Background: an optimization exercise with open tools, aiming at small area, a short achievable clock period and few clock cycles per item. Do not read the settings as production practice. Where RTL was checked, it was by simulation tests only, not by an equivalence proof against the original. Power and IR drop assume default switching activity.

==> module Final_p, before the edit <==
module Final_p(quotient, remainder, done, rowk, columnk, equal, clk, rst);
output [15:0] quotient, remainder;
output done;
input equal, clk, rst;
input [3:0] rowk, columnk;
function [4:0] add5;
	input [4:0] x;
	input [4:0] k;
	integer v;
	begin
		add5 = 5'd0;
		for (v = 0; v < 32; v = v + 1)
			if (x == v)
				add5 = v + k;
	end
endfunction
wire row_ok = (rowk == 4'd1) | (rowk == 4'd2) | (rowk == 4'd4) | (rowk == 4'd8);
wire col_ok = (columnk == 4'd1) | (columnk == 4'd2) | (columnk == 4'd4) | (columnk == 4'd8);
wire kv = row_ok & col_ok;
wire [3:0] d;
assign d[3] = rowk[3] | (rowk[2] & ~columnk[1]) | (rowk[1] & columnk[3]);
assign d[2] = rowk[3] | (rowk[1] & ~columnk[3]) | (rowk[0] & columnk[3]);
assign d[1] = ((rowk[3] | rowk[2]) & (columnk[3] | columnk[2])) |
              ((rowk[1] | rowk[0]) & (columnk[2] | columnk[1]));
assign d[0] = (rowk[3] & (columnk[3] | columnk[1])) | (rowk[2] & (columnk[3] | columnk[0])) |
              ((rowk[1] | rowk[0]) & (columnk[2] | columnk[0]));
reg prev_kv;
wire press = kv & ~prev_kv;
reg [2:0] cnt;		 
reg full;		 
reg [15:0] r;		 
reg [15:0] dv;		 
reg [15:0] q;		 
reg [4:0] p;		 
reg nz;			 
wire dnz = (d != 4'd0);
wire first = (cnt == 3'd4);
wire last = (cnt == 3'd7);
wire nzp = nz & ~first;					 
wire [3:0] nd = d[3] ? d : d[2] ? {d[2:0], 1'b0} : d[1] ? {d[1:0], 2'b0} : {d[0], 3'b0};
wire [4:0] pm1 = add5(p, 5'd31);
wire [4:0] pm2 = add5(p, 5'd30);
wire [4:0] pm3 = add5(p, 5'd29);
wire [4:0] pm4 = add5(p, 5'd28);
wire [4:0] pl = d[3] ? pm4 : d[2] ? pm3 : d[1] ? pm2 : pm1;
reg [4:0] pa;
always @(*) begin
	case ({cnt[1:0], d[3], d[2], d[1]})
		5'b00100, 5'b00101, 5'b00110, 5'b00111: pa = 5'd12;
		5'b00010, 5'b00011: pa = 5'd11;
		5'b00001: pa = 5'd10;
		5'b00000: pa = 5'd9;
		5'b01100, 5'b01101, 5'b01110, 5'b01111: pa = 5'd8;
		5'b01010, 5'b01011: pa = 5'd7;
		5'b01001: pa = 5'd6;
		5'b01000: pa = 5'd5;
		5'b10100, 5'b10101, 5'b10110, 5'b10111: pa = 5'd4;
		5'b10010, 5'b10011: pa = 5'd3;
		5'b10001: pa = 5'd2;
		5'b10000: pa = 5'd1;
		5'b11100, 5'b11101, 5'b11110, 5'b11111: pa = 5'd0;
		5'b11010, 5'b11011: pa = 5'd31;
		5'b11001: pa = 5'd30;
		default: pa = 5'd29;
	endcase
end
wire [3:0] val = nzp ? d : nd;
wire [6:0] t = {3'b000, val} << p[1:0];
wire [4:0] nib;				 
assign nib[0] = (p[4:2] == 3'b111);
assign nib[1] = (p[4:2] == 3'b000);
assign nib[2] = (p[4:2] == 3'b001);
assign nib[3] = (p[4:2] == 3'b010);
assign nib[4] = (p[4:2] == 3'b011);
wire [15:0] placed;
genvar gi;
generate
	for (gi = 0; gi < 16; gi = gi + 1) begin : pl_bits
		if (gi % 4 == 3) begin : hi
			assign placed[gi] = nib[gi / 4 + 1] & t[3];
		end
		else begin : lo
			assign placed[gi] = (nib[gi / 4 + 1] & t[gi % 4]) | (nib[gi / 4] & t[gi % 4 + 4]);
		end
	end
endgenerate
wire run = ~((p[4:2] == 3'b011) | (p[4:2] == 3'b100) | (p[4:2] == 3'b101) | (p[4:2] == 3'b110));
reg busy;
wire step = full & busy & run;
wire [16:0] diff = {1'b0, r} - {1'b0, dv};
wire ge = ~diff[16];
assign done = equal & full & ~busy;
assign quotient = q;
assign remainder = r;
always @(posedge clk or posedge rst) begin
	if (rst) begin
		prev_kv <= 1'b0;
		cnt <= 3'd0;
		full <= 1'b0;
	end
	else begin
		prev_kv <= kv;
		if (press) begin
			cnt <= {cnt[2] ^ (cnt[1] & cnt[0]), cnt[1] ^ cnt[0], ~cnt[0]};
			full <= last;
		end
	end
end
always @(posedge clk) begin
	if (press & ~cnt[2])
		r <= {r[11:0], d};
	else if (step & ge)
		r <= diff[15:0];
	if ((press & cnt[2]) | step)
		dv <= cnt[2] ? ((first ? 16'd0 : dv) | placed) : {1'b0, dv[15:1]};
	if (cnt[2] | step | (full & ~nz))
		q <= cnt[2] ? 16'd0 : nz ? {q[14:0], ge} : 16'hFFFF;
	if (press & last)
		busy <= nzp | dnz;
	else if (full)
		busy <= busy & run & (p != 5'b11100);
	if (press) begin
		if (~cnt[2]) begin
			if (cnt[1:0] == 2'd0)
				p <= dnz ? pa : 5'b11100;
			else if (~nz & dnz)
				p <= pa;
			nz <= (nz & (cnt[1:0] != 2'd0)) | dnz;
		end
		else begin
			nz <= nzp | dnz;
			if (nzp)
				p <= pm4;
			else if (dnz)
				p <= pl;
		end
	end
	else if (step)
		p <= pm1;
end
endmodule
==> flow/config.mk <==
export PLATFORM = sky130hd
export DESIGN_NAME = Final_p
export DESIGN_NICKNAME = Final_p
export VERILOG_FILES = /design/flow/design.v
export SDC_FILE = /design/flow/constraint.sdc
export NUM_CORES = 4
export LEC_CHECK = 0
export CAP_MARGIN = 20
export CORE_MARGIN = 2
export CORE_UTILIZATION = 40
export CTS_BUF_LIST = sky130_fd_sc_hd__clkbuf_8
export CTS_CLUSTER_DIAMETER = 200
export CTS_CLUSTER_SIZE = 40
export SETUP_SLACK_MARGIN = 1.2
export SLEW_MARGIN = 20
==> flow/constraint.sdc <==
create_clock -name core_clock -period 4.0 [get_ports {clk}]
set_input_delay 0.8000 -clock core_clock [delete_from_list [all_inputs] [get_ports {clk}]]
set_output_delay 0.8000 -clock core_clock [all_outputs]
set_load 0.01 [all_outputs]
standard.sh (not shown) runs the stock make flow with config.mk's settings and CLKGATE_MAP_FILE= SYNTH_SCRIPT=/design/flow/synth_recipe.tcl, a recipe that flattens the netlist after the stock synthesis.
==> flow/flow/run.sh <==
#!/bin/bash
# Standard ORFS layout, with plain buffers on the ports and the resizer free to
# swap any cell for another of the same function.
set -u
bash standard.sh finish \
  'BUFFER_PORTS_ARGS=-buffer_cell sky130_fd_sc_hd__buf_1' \
  MATCH_CELL_FOOTPRINT=0 > standard.log 2>&1
Rerun with:
--- a/flow/design.v
+++ b/flow/design.v
@@ -87,10 +87,9 @@
 	end
 endgenerate
-wire run = ~((p[4:2] == 3'b011) | (p[4:2] == 3'b100) | (p[4:2] == 3'b101) | (p[4:2] == 3'b110));
-reg busy;
-wire step = full & busy & run;
+wire run = nz & ~((p[4:2] == 3'b011) | (p[4:2] == 3'b100) | (p[4:2] == 3'b101) | (p[4:2] == 3'b110));
+wire step = full & run;
 wire [16:0] diff = {1'b0, r} - {1'b0, dv};
 wire ge = ~diff[16];
-assign done = equal & full & ~busy;
+assign done = equal & full & ~run;
 assign quotient = q;
 assign remainder = r;
@@ -116,10 +115,6 @@
 	if ((press & cnt[2]) | step)
 		dv <= cnt[2] ? ((first ? 16'd0 : dv) | placed) : {1'b0, dv[15:1]};
-	if (cnt[2] | step | (full & ~nz))
-		q <= cnt[2] ? 16'd0 : nz ? {q[14:0], ge} : 16'hFFFF;
-	if (press & last)
-		busy <= nzp | dnz;
-	else if (full)
-		busy <= busy & run & (p != 5'b11100);
+	if ((press & last) | step)
+		q <= cnt[2] ? {16{~(nzp | dnz)}} : {q[14:0], ge};
 	if (press) begin
 		if (~cnt[2]) begin
Effect: The changed run completed with no timing, DRC or antenna violations. Final area came out lower by 0.35%. First-iteration DRC count rose by 37%. Via count climbs by 1.3%. Maximum frequency grows by 0.88%. Total power stays flat. Wire length grows by 1.0%. Global-route usage is higher by 0.45 points. Cell count grows by 0.60%.
Testbench counts after the change, summed over its fixed seeds: cycles 9,363, divisions 1,600.
For the first run of this note, only the layout was checked, not whether the RTL still works.

---

## old
The RTL this note starts from:
==> flow/design.v <==
`timescale 1ns / 1ps
`default_nettype none
module Final_p(quotient, remainder, done, rowk, columnk, equal, clk, rst);
output [15:0] quotient, remainder;
output done;
input equal, clk, rst;
input [3:0] rowk, columnk;
function [4:0] add5;
	input [4:0] x;
	input [4:0] k;
	integer v;
	begin
		add5 = 5'd0;
		for (v = 0; v < 32; v = v + 1)
			if (x == v)
				add5 = v + k;
	end
endfunction
wire row_ok = (rowk == 4'd1) | (rowk == 4'd2) | (rowk == 4'd4) | (rowk == 4'd8);
wire col_ok = (columnk == 4'd1) | (columnk == 4'd2) | (columnk == 4'd4) | (columnk == 4'd8);
wire kv = row_ok & col_ok;
wire [3:0] d;
assign d[3] = rowk[3] | (rowk[2] & ~columnk[1]) | (rowk[1] & columnk[3]);
assign d[2] = rowk[3] | (rowk[1] & ~columnk[3]) | (rowk[0] & columnk[3]);
assign d[1] = ((rowk[3] | rowk[2]) & (columnk[3] | columnk[2])) |
              ((rowk[1] | rowk[0]) & (columnk[2] | columnk[1]));
assign d[0] = (rowk[3] & (columnk[3] | columnk[1])) | (rowk[2] & (columnk[3] | columnk[0])) |
              ((rowk[1] | rowk[0]) & (columnk[2] | columnk[0]));
reg prev_kv;
wire press = kv & ~prev_kv;
reg [2:0] cnt;		 
reg full;		 
reg [15:0] r;		 
reg [15:0] dv;		 
reg [15:0] q;		 
reg [4:0] p;		 
reg nz;			 
wire dnz = (d != 4'd0);
wire first = (cnt == 3'd4);
wire last = (cnt == 3'd7);
wire nzp = nz & ~first;					 
wire [3:0] nd = d[3] ? d : d[2] ? {d[2:0], 1'b0} : d[1] ? {d[1:0], 2'b0} : {d[0], 3'b0};
wire [4:0] pm1 = add5(p, 5'd31);
wire [4:0] pm2 = add5(p, 5'd30);
wire [4:0] pm3 = add5(p, 5'd29);
wire [4:0] pm4 = add5(p, 5'd28);
wire [4:0] pl = d[3] ? pm4 : d[2] ? pm3 : d[1] ? pm2 : pm1;
reg [4:0] pa;
always @(*) begin
	case ({cnt[1:0], d[3], d[2], d[1]})
		5'b00100, 5'b00101, 5'b00110, 5'b00111: pa = 5'd12;
		5'b00010, 5'b00011: pa = 5'd11;
		5'b00001: pa = 5'd10;
		5'b00000: pa = 5'd9;
		5'b01100, 5'b01101, 5'b01110, 5'b01111: pa = 5'd8;
		5'b01010, 5'b01011: pa = 5'd7;
		5'b01001: pa = 5'd6;
		5'b01000: pa = 5'd5;
		5'b10100, 5'b10101, 5'b10110, 5'b10111: pa = 5'd4;
		5'b10010, 5'b10011: pa = 5'd3;
		5'b10001: pa = 5'd2;
		5'b10000: pa = 5'd1;
		5'b11100, 5'b11101, 5'b11110, 5'b11111: pa = 5'd0;
		5'b11010, 5'b11011: pa = 5'd31;
		5'b11001: pa = 5'd30;
		default: pa = 5'd29;
	endcase
end
wire [3:0] val = nzp ? d : nd;
wire [6:0] t = {3'b000, val} << p[1:0];
wire [4:0] nib;				 
assign nib[0] = (p[4:2] == 3'b111);
assign nib[1] = (p[4:2] == 3'b000);
assign nib[2] = (p[4:2] == 3'b001);
assign nib[3] = (p[4:2] == 3'b010);
assign nib[4] = (p[4:2] == 3'b011);
wire [15:0] placed;
genvar gi;
generate
	for (gi = 0; gi < 16; gi = gi + 1) begin : pl_bits
		if (gi % 4 == 3) begin : hi
			assign placed[gi] = nib[gi / 4 + 1] & t[3];
		end
		else begin : lo
			assign placed[gi] = (nib[gi / 4 + 1] & t[gi % 4]) | (nib[gi / 4] & t[gi % 4 + 4]);
		end
	end
endgenerate
wire run = nz & ~((p[4:2] == 3'b011) | (p[4:2] == 3'b100) | (p[4:2] == 3'b101) | (p[4:2] == 3'b110));
wire step = full & run;
wire [16:0] diff = {1'b0, r} - {1'b0, dv};
wire ge = ~diff[16];
assign done = equal & full & ~run;
assign quotient = q;
assign remainder = r;
always @(posedge clk or posedge rst) begin
	if (rst) begin
		prev_kv <= 1'b0;
		cnt <= 3'd0;
		full <= 1'b0;
	end
	else begin
		prev_kv <= kv;
		if (press) begin
			cnt <= {cnt[2] ^ (cnt[1] & cnt[0]), cnt[1] ^ cnt[0], ~cnt[0]};
			full <= last;
		end
	end
end
always @(posedge clk) begin
	if (press & ~cnt[2])
		r <= {r[11:0], d};
	else if (step & ge)
		r <= diff[15:0];
	if ((press & cnt[2]) | step)
		dv <= cnt[2] ? ((first ? 16'd0 : dv) | placed) : {1'b0, dv[15:1]};
	if ((press & last) | step)
		q <= cnt[2] ? {16{~(nzp | dnz)}} : {q[14:0], ge};
	if (press) begin
		if (~cnt[2]) begin
			if (cnt[1:0] == 2'd0)
				p <= dnz ? pa : 5'b11100;
			else if (~nz & dnz)
				p <= pa;
			nz <= (nz & (cnt[1:0] != 2'd0)) | dnz;
		end
		else begin
			nz <= nzp | dnz;
			if (nzp)
				p <= pm4;
			else if (dnz)
				p <= pl;
		end
	end
	else if (step)
		p <= pm1;
end
endmodule
`default_nettype wire
Settings: LEC_CHECK=0, CAP_MARGIN=20, CORE_MARGIN=2, CORE_UTILIZATION=65, CTS_BUF_LIST=sky130_fd_sc_hd__clkbuf_8, CTS_CLUSTER_DIAMETER=200, CTS_CLUSTER_SIZE=40, PLACE_DENSITY=0.8, SETUP_SLACK_MARGIN=1.2, SLEW_MARGIN=20; clock period 4.0 ns.
Scripts as last shown in full above: flow/flow/run.sh
Testbench counts of old, summed over its fixed seeds: cycles 9,363, divisions 1,600.
Relative to old, the following input files were edited for new:
-- flow/design.v --
<<< old, line 90
wire step = full & run;
wire [16:0] diff = {1'b0, r} - {1'b0, dv};
wire ge = ~diff[16];
assign done = equal & full & ~run;
assign quotient = q;
>>> new, line 90
wire step = full & run;
wire [16:0] diff = {1'b0, r} - {1'b0, dv};
wire ge;
cmp16 u_cmp(.a(r), .b(dv), .ge(ge));		 
assign done = equal & full & ~run;
assign quotient = q;
<<< old, line 137
end
endmodule
`default_nettype wire
>>> new, line 138
end
endmodule
module cmp16(a, b, ge);
input [15:0] a, b;
output ge;
wire [15:0] g0 = a & ~b;
wire [15:0] e0 = ~(a ^ b);
wire [7:0] g1, e1;
wire [3:0] g2, e2;
wire [1:0] g3, e3;
genvar i;
generate
	for (i = 0; i < 8; i = i + 1) begin : l1
		assign g1[i] = g0[2*i+1] | (e0[2*i+1] & g0[2*i]);
		assign e1[i] = e0[2*i+1] & e0[2*i];
	end
	for (i = 0; i < 4; i = i + 1) begin : l2
		assign g2[i] = g1[2*i+1] | (e1[2*i+1] & g1[2*i]);
		assign e2[i] = e1[2*i+1] & e1[2*i];
	end
	for (i = 0; i < 2; i = i + 1) begin : l3
		assign g3[i] = g2[2*i+1] | (e2[2*i+1] & g2[2*i]);
		assign e3[i] = e2[2*i+1] & e2[2*i];
	end
endgenerate
assign ge = g3[1] | (e3[1] & (g3[0] | e3[0]));
endmodule
`default_nettype wire
Notes after the runs:
- Compared new vs old, and period utilization is up in new.
- Summary of new over old: later-pin clock latency in the skew report shows no meaningful change; final cell count shows an increase of 95; critical path depth shows a reduction of 3; flip-flop and latch count shows no meaningful change; final critical-path required period shows an increase of 0.098 ns.
- Per the comparison of new with old, setup slack decreased by 0.098 ns relative to the old numbers, final area increased by 550 um^2 relative to the old numbers, combinational power increased by about 7% relative to the old numbers, all-layer global routing usage increased by 1.5 points relative to the old numbers.
Only the layout flow was run in new; the RTL was not checked for function there.

-- afterwards: timing with drivers on the ports --
Ports are ideal in the flow. The routed layouts listed here were re-timed in OpenROAD. Step 1: set_driving_cell puts a clkbuf_16 on clk and a buf_2 on each other input, an assumption about the parent block. Step 2, shift: input delay + t, output delay - t, t = (earliest + latest rising clock arrival at the registers) / 2. This alone moves slack from input paths to output paths. a / b / c = no drivers / after step 1 / after step 2; a / b = the first two.
| run | shift t [ns] | setup slack, ns | cell pins on the clock port's net |
|---|---|---|---|
| the first run of note 1 | 0.377 | 1.255 / 1.255 / 1.054 | 1 |
| the second run of note 1 | 0.382 | 1.279 / 1.279 / 1.045 | 1 |
| old | 0.387 | 1.320 / 1.320 / 1.004 | 1 |
| new | 0.379 | 1.222 / 1.190 / 0.946 | 1 |
After both steps every run listed still meets setup and hold. For old, which loses most, drivers alone change the setup slack by 0.000 ns; drivers and shift together by -0.316 ns.
